This design comes from an exercise in tuning for small area on the open sky130 flow, not from production work. Only simulation tests tie the RTL to the original design; equivalence was not proved. In every run shown here, the design's own scripts or RTL, not TritonCTS, make the clock network. The flow treats the clock pin as an ideal source. Dropping or thinning the clock tree relies on that and would not hold on a real chip. Power is estimated from default activity; no workload was simulated.

==> flow/config.mk <==
export PLATFORM = sky130hd
export DESIGN_NAME = key_xd_seg
export DESIGN_NICKNAME = key_xd_seg
export VERILOG_FILES = /design/flow/design.v
export SDC_FILE = /design/flow/constraint.sdc
export NUM_CORES = 4
export LEC_CHECK = 0
export CAP_MARGIN = 20
export CORE_MARGIN = 2
export CORE_UTILIZATION = 70
export PLACE_DENSITY = 0.85
export SLEW_MARGIN = 20
==> flow/constraint.sdc <==
create_clock -name core_clock -period 10.0 [get_ports {clk}]
set_input_delay 2.0000 -clock core_clock [delete_from_list [all_inputs] [get_ports {clk}]]
set_output_delay 2.0000 -clock core_clock [all_outputs]
set_load 0.01 [all_outputs]
==> flow/design.v <==
module key_xd(
    input        clk,
    input        rst_n,
    input  [2:0] key_in,
    output [2:0] key_vld
);
reg  [2:0] key_in_ff0;
reg  [2:0] key_in_ff1;
reg  [9:0] cnt;
reg        flag_add;
wire       released = &key_in_ff1;
wire       add_cnt  = !flag_add && !released;
wire [9:0] cnt_nxt  = {cnt[8:0], cnt[9] ^ cnt[2]};
wire       end_cnt  = add_cnt && ~|{cnt[8:4], cnt[2:0]};
always @(posedge clk or negedge rst_n) begin
    if (!rst_n) begin
        key_in_ff0 <= 3'b111;
        key_in_ff1 <= 3'b111;
    end else begin
        key_in_ff0 <= key_in;
        key_in_ff1 <= key_in_ff0;
    end
end
always @(posedge clk or negedge rst_n) begin
    if (!rst_n)
        cnt <= 10'd9;
    else if (add_cnt)
        cnt <= {cnt_nxt[9:3], end_cnt ? ~key_in_ff1 : cnt_nxt[2:0]};
    else
        cnt <= {7'd1, 2'd0, released};    
end
always @(posedge clk or negedge rst_n) begin
    if (!rst_n)
        flag_add <= 1'b0;
    else if (end_cnt)
        flag_add <= 1'b1;
    else if (released)
        flag_add <= 1'b0;
end
assign key_vld = flag_add ? cnt[2:0] : 3'b000;
endmodule
module key_xd_seg(
    input        clk,
    input        rst_n,
    output [7:0] seg_sel,
    output [6:0] segment,
    input  [2:0] key
);
wire [2:0] key_out;
key_xd key_xd(.clk(clk), .rst_n(rst_n), .key_in(key), .key_vld(key_out));
reg  [9:0]  q0;
reg  [2:0]  q1;
wire        q0_z   = ~|{q0[8:4], q0[1:0]};
wire        q0_c   = q0_z & ~q0[2];       
wire        scan_on = ~(q0_z & ~q0[3]);   
wire [9:0]  q0_l   = {q0[8:0], q0[9] ^ q0[2]};
wire [2:0]  q1_n   = q1 + {2'd0, q0_c};
always @(posedge clk or negedge rst_n) begin
    if (!rst_n) begin
        q0 <= 10'd4;
        q1 <= 3'd0;
    end else begin
        q0 <= {q0_l[9:5], q0_l[4] & ~q0_c, q0_l[3] | q0_c, q0_l[2:0]};
        q1 <= q1_n;
    end
end
reg       key_set1;
reg [2:0] key_set2;       
reg       key_set3;
always @(posedge clk or negedge rst_n) begin
    if (!rst_n) begin
        key_set1 <= 1'b0;
        key_set2 <= 3'd5;
        key_set3 <= 1'b0;
    end else begin
        key_set1 <= key_set1 ^ key_out[0];
        key_set3 <= key_out[2];
        if (key_set1) begin
            if (key_set2[2] & key_set2[1])       
                key_set2 <= 3'd5;
            else if (key_out[1])
                key_set2 <= key_set2 - 3'd1;
        end
    end
end
wire set_inc = key_set1 & key_set3;
reg  [9:0] rr;            
reg  [5:0] s_hi;          
reg  [4:0] b_hi;          
reg        flash;
wire       rr_j   = ~|{rr[8:4], rr[2:0]};                  
wire [9:0] rr_l   = {rr[8:0], rr[9] ^ rr[2]};
wire       r_wrap = ~key_set1 & ~rr[0] & rr[1] & ~rr[2] & ~rr[3] & ~rr[4]
                  & ~rr[5] & ~rr[6] & rr[8] & ~rr[9];        
wire       tick   = r_wrap && s_hi[5] && s_hi[4] && s_hi[0];    
wire       b_wrap = key_set1 && rr == q0;                    
wire       b_end  = b_hi[4] & b_hi[1] & b_hi[0];              
always @(posedge clk or negedge rst_n) begin
    if (!rst_n) begin
        rr    <= 10'd772;
        s_hi  <= 6'd0;
        b_hi  <= 5'd0;
        flash <= 1'b0;
    end else begin
        if (!key_set1)
            rr <= {rr_l[9:5], rr_l[4] & ~rr_j, rr_l[3] | rr_j, rr_l[2:0]};
        if (r_wrap)
            s_hi <= tick ? 6'd0 : s_hi + 6'd1;
        if (b_wrap) begin
            b_hi  <= b_end ? 5'd0 : b_hi + 5'd1;
            flash <= flash ^ b_end;
        end
    end
end
reg [3:0] sec1;
reg [2:0] sec2;
reg [3:0] min1;
reg [2:0] min2;
reg [1:0] hou1;
reg [1:0] hou2;
wire sel0 = key_set2 == 3'd0;
wire sel1 = key_set2 == 3'd1;
wire sel2 = key_set2[1] & ~key_set2[0];             
wire sel3 = key_set2 == 3'd3;
wire sel4 = key_set2 == 3'd4;
wire sel5 = key_set2 == 3'd5;
wire a_s1 = tick || (set_inc && sel5);
wire e_s1 = a_s1 && sec1[3] && sec1[0];             
wire a_s2 = e_s1 || (set_inc && sel4);
wire e_s2 = a_s2 && sec2[2] && sec2[0];             
wire a_m1 = e_s2 || (set_inc && sel3);
wire e_m1 = a_m1 && min1[3] && min1[0];             
wire a_m2 = e_m1 || (set_inc && sel2);
wire e_m2 = a_m2 && min2[2] && min2[0];             
wire a_h1 = e_m2 || (set_inc && sel1);
wire e_h1 = a_h1 && hou2[1] && hou1[1] && hou1[0];  
wire a_h2 = e_h1 || (set_inc && sel0);
wire [3:0] sec1_n = {sec1[3] ^ (sec1[0] & (sec1[3] | (sec1[2] & sec1[1]))), sec1[2] ^ (sec1[1] & sec1[0]),
                     ~sec1[3] & (sec1[1] ^ sec1[0]), ~sec1[0]};
wire [3:0] min1_n = {min1[3] ^ (min1[0] & (min1[3] | (min1[2] & min1[1]))), min1[2] ^ (min1[1] & min1[0]),
                     ~min1[3] & (min1[1] ^ min1[0]), ~min1[0]};
wire [2:0] sec2_n = {sec2[2] ^ (sec2[0] & (sec2[2] | sec2[1])), ~sec2[2] & (sec2[1] ^ sec2[0]), ~sec2[0]};
wire [2:0] min2_n = {min2[2] ^ (min2[0] & (min2[2] | min2[1])), ~min2[2] & (min2[1] ^ min2[0]), ~min2[0]};
always @(posedge clk or negedge rst_n) begin
    if (!rst_n) begin
        sec1 <= 4'd0; sec2 <= 3'd0;
        min1 <= 4'd0; min2 <= 3'd0;
        hou1 <= 2'd3; hou2 <= 2'd2;
    end else begin
        if (a_s1) sec1 <= sec1_n;
        if (a_s2) sec2 <= sec2_n;
        if (a_m1) min1 <= min1_n;
        if (a_m2) min2 <= min2_n;
        if (a_h1) hou1 <= hou1 + 2'd1;               
        if (a_h2) hou2 <= {hou2[0], ~hou2[1] & ~hou2[0]};   
    end
end
reg [3:0] digit;
always @(*) begin
    case (q1_n)
    3'd0: digit = {2'd0, hou2};
    3'd1: digit = {2'd0, hou1};
    3'd2: digit = {1'd0, min2};
    3'd3: digit = min1;
    3'd4: digit = {1'd0, sec2};
    3'd5: digit = sec1;
    default: digit = 4'd0;
    endcase
end
wire blank = flash && !(key_set2[2] & key_set2[1]) && key_set2 == q1_n;
reg [3:0] sel;
always @(posedge clk or negedge rst_n) begin
    if (!rst_n)
        sel <= 4'd0;
    else
        sel <= digit | {4{blank}};          
end
wire [3:0] s = sel;
assign segment[0] = (~s[3] & ~s[2] & ~s[1]) | (s[2] & s[1] & s[0]);
assign segment[1] = (~s[3] & ~s[2] & s[0]) | (~s[2] & s[1]) | (s[1] & s[0]);
assign segment[2] = (s[2] & ~s[1]) | s[0];
assign segment[3] = (~s[3] & ~s[2] & ~s[1] & s[0]) | (s[2] & ~s[1] & ~s[0]) | (s[2] & s[1] & s[0]);
assign segment[4] = (s[3] & s[2]) | (~s[2] & s[1] & ~s[0]);
assign segment[5] = s[2] & ~(~s[3] & s[1] & s[0]) & (s[1] | s[0]);
assign segment[6] = (~s[3] & ~s[2] & ~s[1] & s[0]) | (s[3] & s[2]) | (s[2] & ~s[1] & ~s[0]);
assign seg_sel = scan_on ? ~(8'd1 << q1) : 8'hff;
endmodule
==> flow/flow/run.sh <==
#!/bin/bash
# Own layout flow: the standard flow (standard.sh), with
#  - synthesis: the standard flow's script, but ABC maps with an area-oriented script
#    (flow/area.abc) and the half/full-adder extraction is skipped;
#  - port buffers of the smallest buffer (buf_1);
#  - a one-level clock tree (flow/cts_manual.tcl) instead of TritonCTS.
# Every tool's output is in orfs/logs/ and flow_make.log in the work folder.
set -euo pipefail
W=$PWD
F=$W/flow
cat > $W/my_synth.tcl <<EOT
proc extract_fa {args} { puts "extract_fa skipped" }
proc abc {args} {
  set out {}
  set skip 0
  foreach a \$args {
    if {\$skip} { lappend out $F/area.abc; set skip 0; continue }
    if {\$a eq "-script"} { set skip 1 }
    lappend out \$a
  }
  yosys abc {*}\$out
}
source $W/synth_recipe.tcl
EOT
sed "s#SYNTH_SCRIPT=[^ ]*#SYNTH_SCRIPT=$W/my_synth.tcl#" $W/standard.sh > $W/my_standard.sh
grep -q "my_synth.tcl" $W/my_standard.sh
export CTS_LEAVES=${CTS_LEAVES:-4}
export CTS_LEAF_CELL=${CTS_LEAF_CELL:-sky130_fd_sc_hd__buf_8}
bash $W/my_standard.sh \
  BUFFER_PORTS_ARGS="-buffer_cell sky130_fd_sc_hd__buf_1" \
  PRE_CTS_TCL=$F/cts_manual.tcl \
  finish > $W/flow_make.log 2>&1
==> flow/flow/area.abc <==
strash
&get -n
&deepsyn -J 200 -T 300
&put
strash
&get -n
&st
&dch -f
&nf -R 1000
&put
strash
&get -n
&st
&dch -f
&nf -R 1000
&put
==> flow/flow/cts_manual.tcl <==
# Sourced by ORFS's cts.tcl before its clock_tree_synthesis call (PRE_CTS_TCL).
# Replaces TritonCTS with a one-level tree: the flip-flops' clock pins are
# split into CTS_LEAVES groups by position (k-means), and each group gets
# one clock buffer at its centre, driven straight from the clock port.
proc clock_tree_synthesis {args} {
  set nleaf $::env(CTS_LEAVES)
  set cell $::env(CTS_LEAF_CELL)
  set block [ord::get_db_block]
  set net [$block findNet clk]
  set pins {}
  foreach it [$net getITerms] {
    set inst [$it getInst]
    set bb [$inst getBBox]
    set x [expr {([$bb xMin] + [$bb xMax]) / 2.0}]
    set y [expr {([$bb yMin] + [$bb yMax]) / 2.0}]
    lappend pins [list "[$inst getName]/[[$it getMTerm] getName]" $x $y]
  }
  set n [llength $pins]
  puts "manual CTS: $n sinks, $nleaf leaf buffers of $cell"
  # k-means, seeded by sorting on x+y
  set sorted [lsort -real -index 1 $pins]
  set cx {}; set cy {}
  for {set k 0} {$k < $nleaf} {incr k} {
    set p [lindex $sorted [expr {int(($k + 0.5) * $n / $nleaf)}]]
    lappend cx [lindex $p 1]; lappend cy [lindex $p 2]
  }
  set cap [expr {int(ceil(double($n) / $nleaf)) + 1}]
  for {set iter 0} {$iter < 50} {incr iter} {
    # balanced assignment: greedy by distance, each cluster capped
    set cand {}
    set i 0
    foreach p $pins {
      for {set k 0} {$k < $nleaf} {incr k} {
        set d [expr {abs([lindex $p 1] - [lindex $cx $k]) + abs([lindex $p 2] - [lindex $cy $k])}]
        lappend cand [list $d $i $k]
      }
      incr i
    }
    set cand [lsort -real -index 0 $cand]
    array unset asg; array unset cnt
    for {set k 0} {$k < $nleaf} {incr k} { set cnt($k) 0 }
    foreach c $cand {
      lassign $c d i k
      if {[info exists asg($i)] || $cnt($k) >= $cap} continue
      set asg($i) $k; incr cnt($k)
    }
    set ncx {}; set ncy {}
    for {set k 0} {$k < $nleaf} {incr k} {
      set sx 0; set sy 0; set m 0
      for {set i 0} {$i < $n} {incr i} {
        if {$asg($i) == $k} {
          set sx [expr {$sx + [lindex $pins $i 1]}]; set sy [expr {$sy + [lindex $pins $i 2]}]; incr m
        }
      }
      if {$m > 0} { lappend ncx [expr {$sx / $m}]; lappend ncy [expr {$sy / $m}] } else { lappend ncx [lindex $cx $k]; lappend ncy [lindex $cy $k] }
    }
    set cx $ncx; set cy $ncy
  }
  set dbu [$block getDbUnitsPerMicron]
  for {set k 0} {$k < $nleaf} {incr k} {
    set lp {}
    for {set i 0} {$i < $n} {incr i} {
      if {$asg($i) == $k} { lappend lp [get_pins [lindex $pins $i 0]] }
    }
    set x [expr {[lindex $cx $k] / $dbu}]; set y [expr {[lindex $cy $k] / $dbu}]
    puts "manual CTS: leaf $k: [llength $lp] sinks at ($x, $y)"
    insert_buffer -buffer_cell $cell -net clk -load_pins $lp -location [list $x $y] \
      -buffer_name clkbuf_leaf_$k -net_name clknet_leaf_$k
  }
  foreach k [lsort [array names cnt]] { }
  set_propagated_clock [all_clocks]
}
==> flow/standard.sh <==
#!/bin/bash
# synth_recipe.tcl (not shown) runs the flow's synth.tcl, then flattens the netlist and writes it again
# the make line also repeats each setting of config.mk as NAME=value (left out here)
make -C /OpenROAD-flow-scripts/flow DESIGN_CONFIG=/design/flow/config.mk WORK_HOME=/design/flow/orfs CLKGATE_MAP_FILE= SYNTH_SCRIPT=/design/flow/synth_recipe.tcl "${@:-finish}"
==> summary.md, run 1 <==
| Metric | Value |
|---|---|
| Area contributors post-synth | dfrtp_1 47%, dfstp_2 13%, nor2_1 4.7% |
| Area of the multi-input gates | 0.00127 sq mm |
| Status | finished clean |
| Port Buffers | 19 |
| Rows | 25 |
| Crit path time final | 4.24 ns |
| Register area share after synthesis | 60.0% |
| Synth top area share | 46.6% |
| Setup Skew | 0.0132 ns |
| Hold Path Class | reg -> reg |
| Share of layout cells above drive strength 1 | 6.41% |
| CTS clk-pin slew, worst paths | 0.10 ns |
| Ys async rst share | 100% |
| Starting Density | 71.4% |
| Pwr dens | 213 mW/mm^2 |
| Fin crit share | 42.4% |
| CP Launch Type | register |
| GP Congestion | 0.867 |
| Final Hold Fails | 0 |
| Finished Cell Area | 0.00353 sq mm |
| Worst slack, placed | 5.87 ns |
| Leading area contributor after synthesis | dfrtp_1 |
| Mapped Nets | 325 |
| Critical path class | reg -> reg |
| Final setup viols | 0 |
| Slew Viols, Final | 0 |
| Iter 0 DRT Violations | 198 |
| Post-synthesis cell type count | 39 |
| Global-route wire length before repair | 9830 microns |
| RSZ-0062 raised after global routing | no |
| Worst Max-Slew Pin Slew | 0.929 ns |
| Resize count post-CTS | 0 |
| Worst EP required | 10.02 ns |
| Gr usage total | 22.9% |
| Wire per inst | 14.7 microns |
| Die height | 73.0 microns |
| # fillers | 313 |
| Fin util | 75.8% |
| Overflow after GRT | 0 |
| Width of the chip | 73.0 microns |
| Synthesized flop and latch total | 79 |
| Worst setup EP type | register |
| Mapped Avg Cell Area | 10.4 sq um |
| Worst-path maximum fanout | 6 |
| Synthesized area | 0.00333 sq mm |
| Max Cap Viol | 0 |
| Syn-to-layout area delta | 6.09% |
| DIE AREA | 0.00532 sq mm |
| Number of routed nets with antenna violations | 0 |
| Placed inst area | 0.00347 sq mm |
| IO Pins | 20 |
| Final total negative setup slack | 0 ns |
| Vias | 2443 |
| Synth Flop Type | dfrtp_1 |
| Final #Nets | 350 |
| Synth Warn # | 2 |
| DRC violations left | 0 |
| Worst path arrival time | 4.26 ns |
| Leak pwr | 0.00163 uW |
| EDFF count, synth | 0 |
| Most common cell in the synthesized netlist | dfrtp_1 |
| Setup WS post-layout | 5.76 ns |
| Post-CTS Hold Buffers | 0 |
| Synthesized instance count | 320 |
| Setup bufs post-CTS | 0 |
| Register area | 0.00200 sq mm |
| Worst skew pair latency | 0.13 ns |
| Antenna fix cells | 0 |
| Final wirelength | 5830 microns |
| Max IR drop VDD | 159 uV |
| Avg Vias per Cell | 6.15 |
| DP Wirelength | 4270 microns |
| Slew headroom | 38.1% |
| Number of global-route vias before repair | 2167 |
| Commonest cells in the netlist | 62 x dfrtp_1, 42 x nor2_1, 36 x nand2_1 |
| Pre-Repair DR Iteration Count | 6 |
| Fmax | 0.236 GHz |
| Core box area | 0.00466 sq mm |
| Largest net degree at the start of global routing | 80 |
| Worst hold slack | 0.363 ns |
| Initial antenna violation count | 0 |
## metrics by stage
step	total power, uW	instances
5_1_grt	803	397
6_report	753	397
4_1_cts	757	397
3_3_place_gp	632	393
3_5_place_dp	639	393
2_1_floorplan	582	320
## power breakdown
part	switching (uW)	total, uW	internal, uW
registers	79.7	477	397
logic	85.1	156	71.3
clock network	73.6	120	45.9
## layout by cell type, fill, tap and decap left out, types with 2 or more instances in the layout
master and instances:
a21o_1 5, a21oi_1 21, xnor2_1 9, and3_1 5, dfrtp_1 62, nor4_1 4, a221oi_1 4, a22oi_1 4
xor2_1 8, nand2b_1 3, dfstp_2 17, buf_8 4, a211oi_1 3, nand2_1 36, nor3b_1 2, nor2b_1 6
nand4_1 3, mux2_1 2, or3_1 2, o22ai_1 2, o21ai_0 11, a31oi_1 6, a22o_1 2, nor3_1 8
o21a_1 2, clkinv_1 15, nand3_1 11, buf_1 18, and2_0 14, nor2_1 42
## routing by layer
layer | wire length (microns) | vias to the layer above | track usage, %
li1 | - | 1182 | -
met2 | 2790 | 76 | 39.4
met5 | 0 | - | 0
met3 | 231 | 10 | 1.24
met1 | 2710 | 1175 | 33.4
met4 | 95 | 0 | 4.12
## logic make-up after synthesis
kind of cell / share of synthesized area [%]
compound gates: 13.5
xor+xnor: 4.47
buf+inv: 1.69
flops: 60.0
mux: 0.676
simple gates: 19.6
## worst max-delay path, cell delays in order, from the launching register on
cell and delay [ns]:
dfrtp_1 0.43, or3_1 0.37, nor3_1 0.28, and4_1 0.34
and3_1 0.29, a41o_1 0.24, nand3_1 0.10, nand2_1 0.11
and2_0 0.23, nand2_1 0.09, o21ai_0 0.25, a32o_1 0.32
and2_0 0.25, nand2_1 0.10, o31ai_1 0.10, and2_0 0.27
a21oi_1 0.13, nor2b_1 0.16, nor2_1 0.06
## sequential cells by signal, summed over array words and instances (netlist names), 2 cells and up
signal	cells
min2	3
key_xd.key_in_ff1	3
b_hi	5
sec1	4
key_xd.cnt	10
rr	10
key_set2	3
hou1	2
min1	4
q0	10
s_hi	6
q1	3
sec2	3
hou2	2
key_xd.key_in_ff0	3
sel	4
## area by class of cell, clock buffers not listed
| class | instances | area share [%] |
|---|---|---|
| Timing Repair Buffer | 19 | 2.13 |
| Inverter | 15 | 1.59 |
| Sequential cell | 79 | 56.6 |
| Tap cell | 54 | 1.91 |
| Multi-Input combinational cell | 226 | 36.1 |
## worst paths after layout
path	slack (ns)	cells past startpoint	end	startpoint
worst max-delay path	5.76	18	hou2[0]	rr[0]
worst min-delay path	0.36	0	key_xd.key_in_ff1[0]	key_xd.key_in_ff0[0]
worst max register to register	5.76	18	hou2[0]	rr[0]
worst min register to register	0.36	0	key_xd.key_in_ff1[0]	key_xd.key_in_ff0[0]
max in group asynchronous	7.40	1	min2[0]	rst_n
min in group asynchronous	1.99	1	b_hi[1]	rst_n
==> run 2, diff against run 1 <==
--- a/flow/design.v
+++ b/flow/design.v
@@ -40,28 +40,25 @@
 assign key_vld = flag_add ? cnt[2:0] : 3'b000;
 endmodule
 module key_xd_seg(
-    input        clk,
-    input        rst_n,
-    output [7:0] seg_sel,
-    output [6:0] segment,
-    input  [2:0] key
+    input            clk,
+    input            rst_n,
+    output reg [7:0] seg_sel,
+    output reg [6:0] segment,
+    input      [2:0] key
 );
 wire [2:0] key_out;
 key_xd key_xd(.clk(clk), .rst_n(rst_n), .key_in(key), .key_vld(key_out));
 reg  [9:0]  q0;
 reg  [2:0]  q1;
-wire        q0_z   = ~|{q0[8:4], q0[1:0]};
-wire        q0_c   = q0_z & ~q0[2];       
-wire        scan_on = ~(q0_z & ~q0[3]);   
+wire        q0_c   = ~|{q0[8:4], q0[2:0]};   
 wire [9:0]  q0_l   = {q0[8:0], q0[9] ^ q0[2]};
-wire [2:0]  q1_n   = q1 + {2'd0, q0_c};
 always @(posedge clk or negedge rst_n) begin
     if (!rst_n) begin
-        q0 <= 10'd4;
+        q0 <= 10'd9;
         q1 <= 3'd0;
     end else begin
         q0 <= {q0_l[9:5], q0_l[4] & ~q0_c, q0_l[3] | q0_c, q0_l[2:0]};
-        q1 <= q1_n;
+        q1 <= q1 + {2'd0, q0_c};
     end
 end
 reg       key_set1;
@@ -90,14 +87,14 @@
 reg        flash;
 wire       rr_j   = ~|{rr[8:4], rr[2:0]};                  
 wire [9:0] rr_l   = {rr[8:0], rr[9] ^ rr[2]};
-wire       r_wrap = ~key_set1 & ~rr[0] & rr[1] & ~rr[2] & ~rr[3] & ~rr[4]
-                  & ~rr[5] & ~rr[6] & rr[8] & ~rr[9];        
+wire       r_wrap = ~key_set1 & ~rr[0] & ~rr[1] & rr[2] & ~rr[3] & ~rr[4]
+                  & ~rr[5] & ~rr[6] & ~rr[7] & rr[9];        
 wire       tick   = r_wrap && s_hi[5] && s_hi[4] && s_hi[0];    
 wire       b_wrap = key_set1 && rr == q0;                    
 wire       b_end  = b_hi[4] & b_hi[1] & b_hi[0];              
 always @(posedge clk or negedge rst_n) begin
     if (!rst_n) begin
-        rr    <= 10'd772;
+        rr    <= 10'd520;
         s_hi  <= 6'd0;
         b_hi  <= 5'd0;
         flash <= 1'b0;
@@ -157,7 +154,7 @@
 end
 reg [3:0] digit;
 always @(*) begin
-    case (q1_n)
+    case (q1)
     3'd0: digit = {2'd0, hou2};
     3'd1: digit = {2'd0, hou1};
     3'd2: digit = {1'd0, min2};
@@ -167,21 +164,23 @@
     default: digit = 4'd0;
     endcase
 end
-wire blank = flash && !(key_set2[2] & key_set2[1]) && key_set2 == q1_n;
-reg [3:0] sel;
+wire blank = flash && !(key_set2[2] & key_set2[1]) && key_set2 == q1;
+wire [3:0] s = digit | {4{blank}};    
+wire [6:0] seg;
+assign seg[0] = (~s[3] & ~s[2] & ~s[1]) | (s[2] & s[1] & s[0]);
+assign seg[1] = (~s[3] & ~s[2] & s[0]) | (~s[2] & s[1]) | (s[1] & s[0]);
+assign seg[2] = (s[2] & ~s[1]) | s[0];
+assign seg[3] = (~s[3] & ~s[2] & ~s[1] & s[0]) | (s[2] & ~s[1] & ~s[0]) | (s[2] & s[1] & s[0]);
+assign seg[4] = (s[3] & s[2]) | (~s[2] & s[1] & ~s[0]);
+assign seg[5] = s[2] & ~(~s[3] & s[1] & s[0]) & (s[1] | s[0]);
+assign seg[6] = (~s[3] & ~s[2] & ~s[1] & s[0]) | (s[3] & s[2]) | (s[2] & ~s[1] & ~s[0]);
 always @(posedge clk or negedge rst_n) begin
-    if (!rst_n)
-        sel <= 4'd0;
-    else
-        sel <= digit | {4{blank}};          
+    if (!rst_n) begin
+        seg_sel <= 8'hff;
+        segment <= 7'h01;
+    end else begin
+        seg_sel <= ~(8'd1 << q1);
+        segment <= seg;
+    end
 end
-wire [3:0] s = sel;
-assign segment[0] = (~s[3] & ~s[2] & ~s[1]) | (s[2] & s[1] & s[0]);
-assign segment[1] = (~s[3] & ~s[2] & s[0]) | (~s[2] & s[1]) | (s[1] & s[0]);
-assign segment[2] = (s[2] & ~s[1]) | s[0];
-assign segment[3] = (~s[3] & ~s[2] & ~s[1] & s[0]) | (s[2] & ~s[1] & ~s[0]) | (s[2] & s[1] & s[0]);
-assign segment[4] = (s[3] & s[2]) | (~s[2] & s[1] & ~s[0]);
-assign segment[5] = s[2] & ~(~s[3] & s[1] & s[0]) & (s[1] | s[0]);
-assign segment[6] = (~s[3] & ~s[2] & ~s[1] & s[0]) | (s[3] & s[2]) | (s[2] & ~s[1] & ~s[0]);
-assign seg_sel = scan_on ? ~(8'd1 << q1) : 8'hff;
 endmodule
==> run 2 against run 1 <==
  * Critical path depth decreased by 1
  * Power grew 6.3%
  * Global-route usage down 0.61 points
  * Combinational power is essentially flat
  * Cell count rose by 2.5%
  * Hold slack better by 0.00058 ns
  * Via count down 2.9%
  * Utilization is 0.26 points higher
  * Synthesized cell count is 2.2% lower
  * Wire length increased by 3.3%
  * Die area up 7.0%
==> summary.md, run 2 <==
| Metric | Value |
|---|---|
| Status | finished clean |
| Non-Filler Instances | 407 (+2.5%) |
| CP Cell Sequence | or4_1 > nor3_1 > nand4_1 > o21ai_0 > and2_0 > a32oi_1 > nor2b_1 > a22oi_1 > nor2b_1 > a22oi_1 > nor2b_1 > a22oi_1 > nor2b_1 > a21oi_1 > o22a_1 > nor2_1 > o22a_1 |
| Number of global-route vias before repair | 2233 (+3.0%) |
| Combinational power share | 19.2% (-1.6 points) |
| Top flop regs | key_xd.cnt (10), q0 (10), rr (10) |
| Compound-Gate Fraction of Synth Area | 11.3% (-2.3 points) |
| Core box area | 0.00501 sq mm (+7.5%) |
| Hold Path Class | reg -> reg |
| CP most frequent cell | nor2b_1 |
| CP Launch Type | register |
| Rows | 26 (+4.0%) |
| Reg2reg path depth | 17 (-1) |
| Worst skew pair latency | 0.15 ns (+0.02 ns) |
| Worst path arrival time | 4.59 ns (+0.33 ns) |
| P_int | 557 uW (+8.4%) |
| Setup WS post-layout | 5.48 ns (-0.276 ns) |
| Share of layout cells above drive strength 1 | 9.50% (+3.1 points) |
| GP Congestion | 0.937 (+8.1%) |
| Antenna fix cells | 0 (unchanged) |
| Largest net degree at the start of global routing | 91 (+14%) |
| Post-CTS Hold Buffers | 0 (unchanged) |
| Clock Power Share | 16.4% (+0.5 points) |
| Max Cap Viol | 0 (unchanged) |
| Adder-Cell Fraction of Synth Area | 0% (unchanged) |
| Most frequent cells in the layout | 64 x dfrtp_1, 29 x nor2_1, 28 x nand2_1 |
| Seq pwr share | 64.5% (+1.2 points) |
| DIE AREA | 0.00570 sq mm (+7.0%) |
| IO Pins | 20 (unchanged) |
| Max IR drop VDD | 158 uV (-0.27%) |
| Synthesized flop and latch total | 90 (+14%) |
| Cell family with most CP delay | simple AND/OR/NAND/NOR gates |
| Starting Density | 71.4% (about the same) |
| Die height | 75.5 microns (+3.4%) |
| Hold path depth | 0 (unchanged) |
| Resize count post-CTS | 0 (unchanged) |
| Port Buffers | 19 (unchanged) |
| Pre-Repair DR Iteration Count | 4 (-2) |
| Final #Nets | 344 (-1.7%) |
| Slew headroom | 38.1% (+0.064 points) |
| # fillers | 368 (+18%) |
| Fin crit share | 45.2% (+2.8 points) |
| Post-synthesis simple-gate area fraction | 16.7% (-2.9 points) |
| Synthesized area | 0.00358 sq mm (+7.4%) |
| Worst Max-Slew Pin Slew | 0.916 ns (-0.0126 ns) |
| RSZ-0062 raised after global routing | no |
| Setup Skew | 0.0166 ns (+0.00341 ns) |
| Synthesized instance count | 313 (-2.2%) |
| CP max stage cell | or4_1 |
| Final setup viols | 0 (unchanged) |
| Worst slack, placed | 5.57 ns (-0.309 ns) |
| Worst setup EP type | register |
| Delay of the slowest critical-path stage | 0.53 ns (+0.10 ns) |
| Worst-path maximum fanout | 6 (unchanged) |
| Area contributors post-synth | dfrtp_1 45%, dfstp_2 19%, xnor2_1 3.4% |
| DP Wirelength | 4380 microns (+2.7%) |
| DRC violations left | 0 (unchanged) |
| Post-placement cell count | 403 (+2.5%) |
| Number of routed nets with antenna violations | 0 (unchanged) |
| Synth Warn # | 2 (unchanged) |
| Leading area contributor after synthesis | dfrtp_1 |
| Initial antenna violation count | 0 (unchanged) |
| Worst path depth | 17 (-1) |
| Largest family of logic cells by synthesized area | simple AND/OR/NAND/NOR gates |
| Synth Flop Type | dfrtp_1 |
| Avg Vias per Cell | 5.83 (-5.3%) |
| EDFF count, synth | 0 (unchanged) |
| Fin util | 76.0% (+0.26 points) |
| Commonest cells in the netlist | 64 x dfrtp_1, 29 x nor2_1, 28 x nand2_1 |
| Setup bufs post-CTS | 0 (unchanged) |
| Final total negative setup slack | 0 ns (unchanged) |
| Mapped Nets | 318 (-2.2%) |
| Total power | 800 uW (+6.3%) |
| Width of the chip | 75.5 microns (+3.4%) |
| Post-synthesis mux area share | 0.945% (+0.27 points) |
| Pwr dens | 210 mW/mm^2 (-1.5%) |
| Register area share after synthesis | 63.9% (+3.9 points) |
| Syn-to-layout area delta | 6.54% |
| Fmax | 0.221 GHz (-6.1%) |
| Mapped Avg Cell Area | 11.4 sq um (+9.8%) |
| Global-route wire length before repair | 10000 microns (+2.2%) |
| Crit path time final | 4.52 ns (+0.276 ns) |
| Switching power | 242 uW (+1.7%) |
| Gr usage total | 22.3% (-0.61 points) |
| Vias | 2373 (-2.9%) |
| Critical path class | reg -> reg |
| Worst EP required | 10.08 ns (+0.06 ns) |
| CTS clk-pin slew, worst paths | 0.11 ns (about the same) |
| Most common cell in the synthesized netlist | dfrtp_1 |
| Ys async rst share | 100% (unchanged) |
| Switching share of power | 30.3% (-1.3 points) |
| Iter 0 DRT Violations | 129 (-35%) |
| Slew Viols, Final | 0 (unchanged) |
| Wire per inst | 14.8 microns (+0.79%) |
| Overflow after GRT | 0 (unchanged) |
| Synth top area share | 44.8% (-1.8 points) |
| Final Hold Fails | 0 (unchanged) |
| Leak pwr | 0.00166 uW (+1.9%) |
| Final wirelength | 6020 microns (+3.3%) |
| Post-synthesis cell type count | 37 (-5.1%) |
| Xor/xnor share of the synthesized area | 5.39% (+0.92 points) |
| CP bufs+invs | 0 (unchanged) |
| Leading cell type in the layout, fill and taps excluded | dfrtp_1 |
==> run 2: metrics by stage <==
| step | hold WS, ns | area, sq um |
|---|---|---|
| after global placement | 0.346 | 3750 |
| after floorplan | 0.345 | 3580 |
| after CTS | 0.364 | 3810 |
| final | 0.364 | 3810 |
| after detailed placement | 0.347 | 3750 |
| after global routing | 0.374 | 3810 |
==> run 2: final timing paths <==
kind,slack [ns],from,to
max,5.48,rr[0],hou2[0]
min,0.36,key_xd.key_in_ff0[1],key_xd.key_in_ff1[1]
max reg2reg,5.48,rr[0],hou2[0]
min reg2reg,0.36,key_xd.key_in_ff0[1],key_xd.key_in_ff1[1]
max in group asynchronous,7.48,rst_n,sec1[3]
min in group asynchronous,2.01,rst_n,key_xd.flag_add
==> run 2: logic make-up after synthesis <==
kind of cell           Yosys count
flip-flops                      90
AO/OA/AOI/OAI                   61
AND/OR/NAND/NOR                120
buffers and inverters           17
multiplexers                     3
XOR/XNOR                        22
==> run 2: routing by layer <==
metal / up-vias / wire length, microns / track usage (%)
met5: - / 0 / 0
met3: 8 / 274 / 2.25
met1: 1180 / 2840 / 33.2
met2: 50 / 2820 / 37.1
met4: 0 / 90 / 3.51
li1: 1135 / - / -
==> run 2: cell type report, clock buffers not listed <==
cell class	count	area, sq um	area share [%]
flip-flops and latches	90	2280	60.0
multi-input cells	206	1230	32.2
well taps	70	87.6	2.30
repair buffers	20	86.3	2.27
inverters	17	63.8	1.67
==> run 2: power by group through the flow <==
| stage | registers, uW | logic, uW | clock network (uW) |
|---|---|---|---|
| floorplan | 505 | 113 | 0 |
| global placement | 516 | 147 | 0 |
| detailed placement | 522 | 154 | 0 |
| CTS | 515 | 155 | 133 |
| global route | 528 | 177 | 145 |
| finish | 516 | 153 | 131 |

==> static timing again, ports no longer ideal <==
How much do the figures lean on ideal ports? The routed layouts below were timed once more, with nothing changed but the port constraints. Step 1 assumes that a clkbuf_16 drives the clock port and a buf_2 every other input. Step 2 times the ports against the registers' clock, not the clock port: input delays grow and output delays shrink by t, the midpoint of the rising clock arrivals with the driver on. Slacks: no drivers / after step 1 / after step 2; pairs: no drivers / after step 1.
| run | t, ns | slack for setup (ns) | worst register clock-pin slew, ns | worst data-port slew with drivers (ns) | cell pins on the clock port's net |
|---|---|---|---|---|---|
| run 1 | 0.196 | 5.760 / 5.760 / 5.760 | 0.10 / 0.10 | 0.03 | 4 |
| run 2 | 0.212 | 5.484 / 5.484 / 5.484 | 0.12 / 0.12 | 0.03 | 4 |
After both steps every run listed still meets setup and hold.
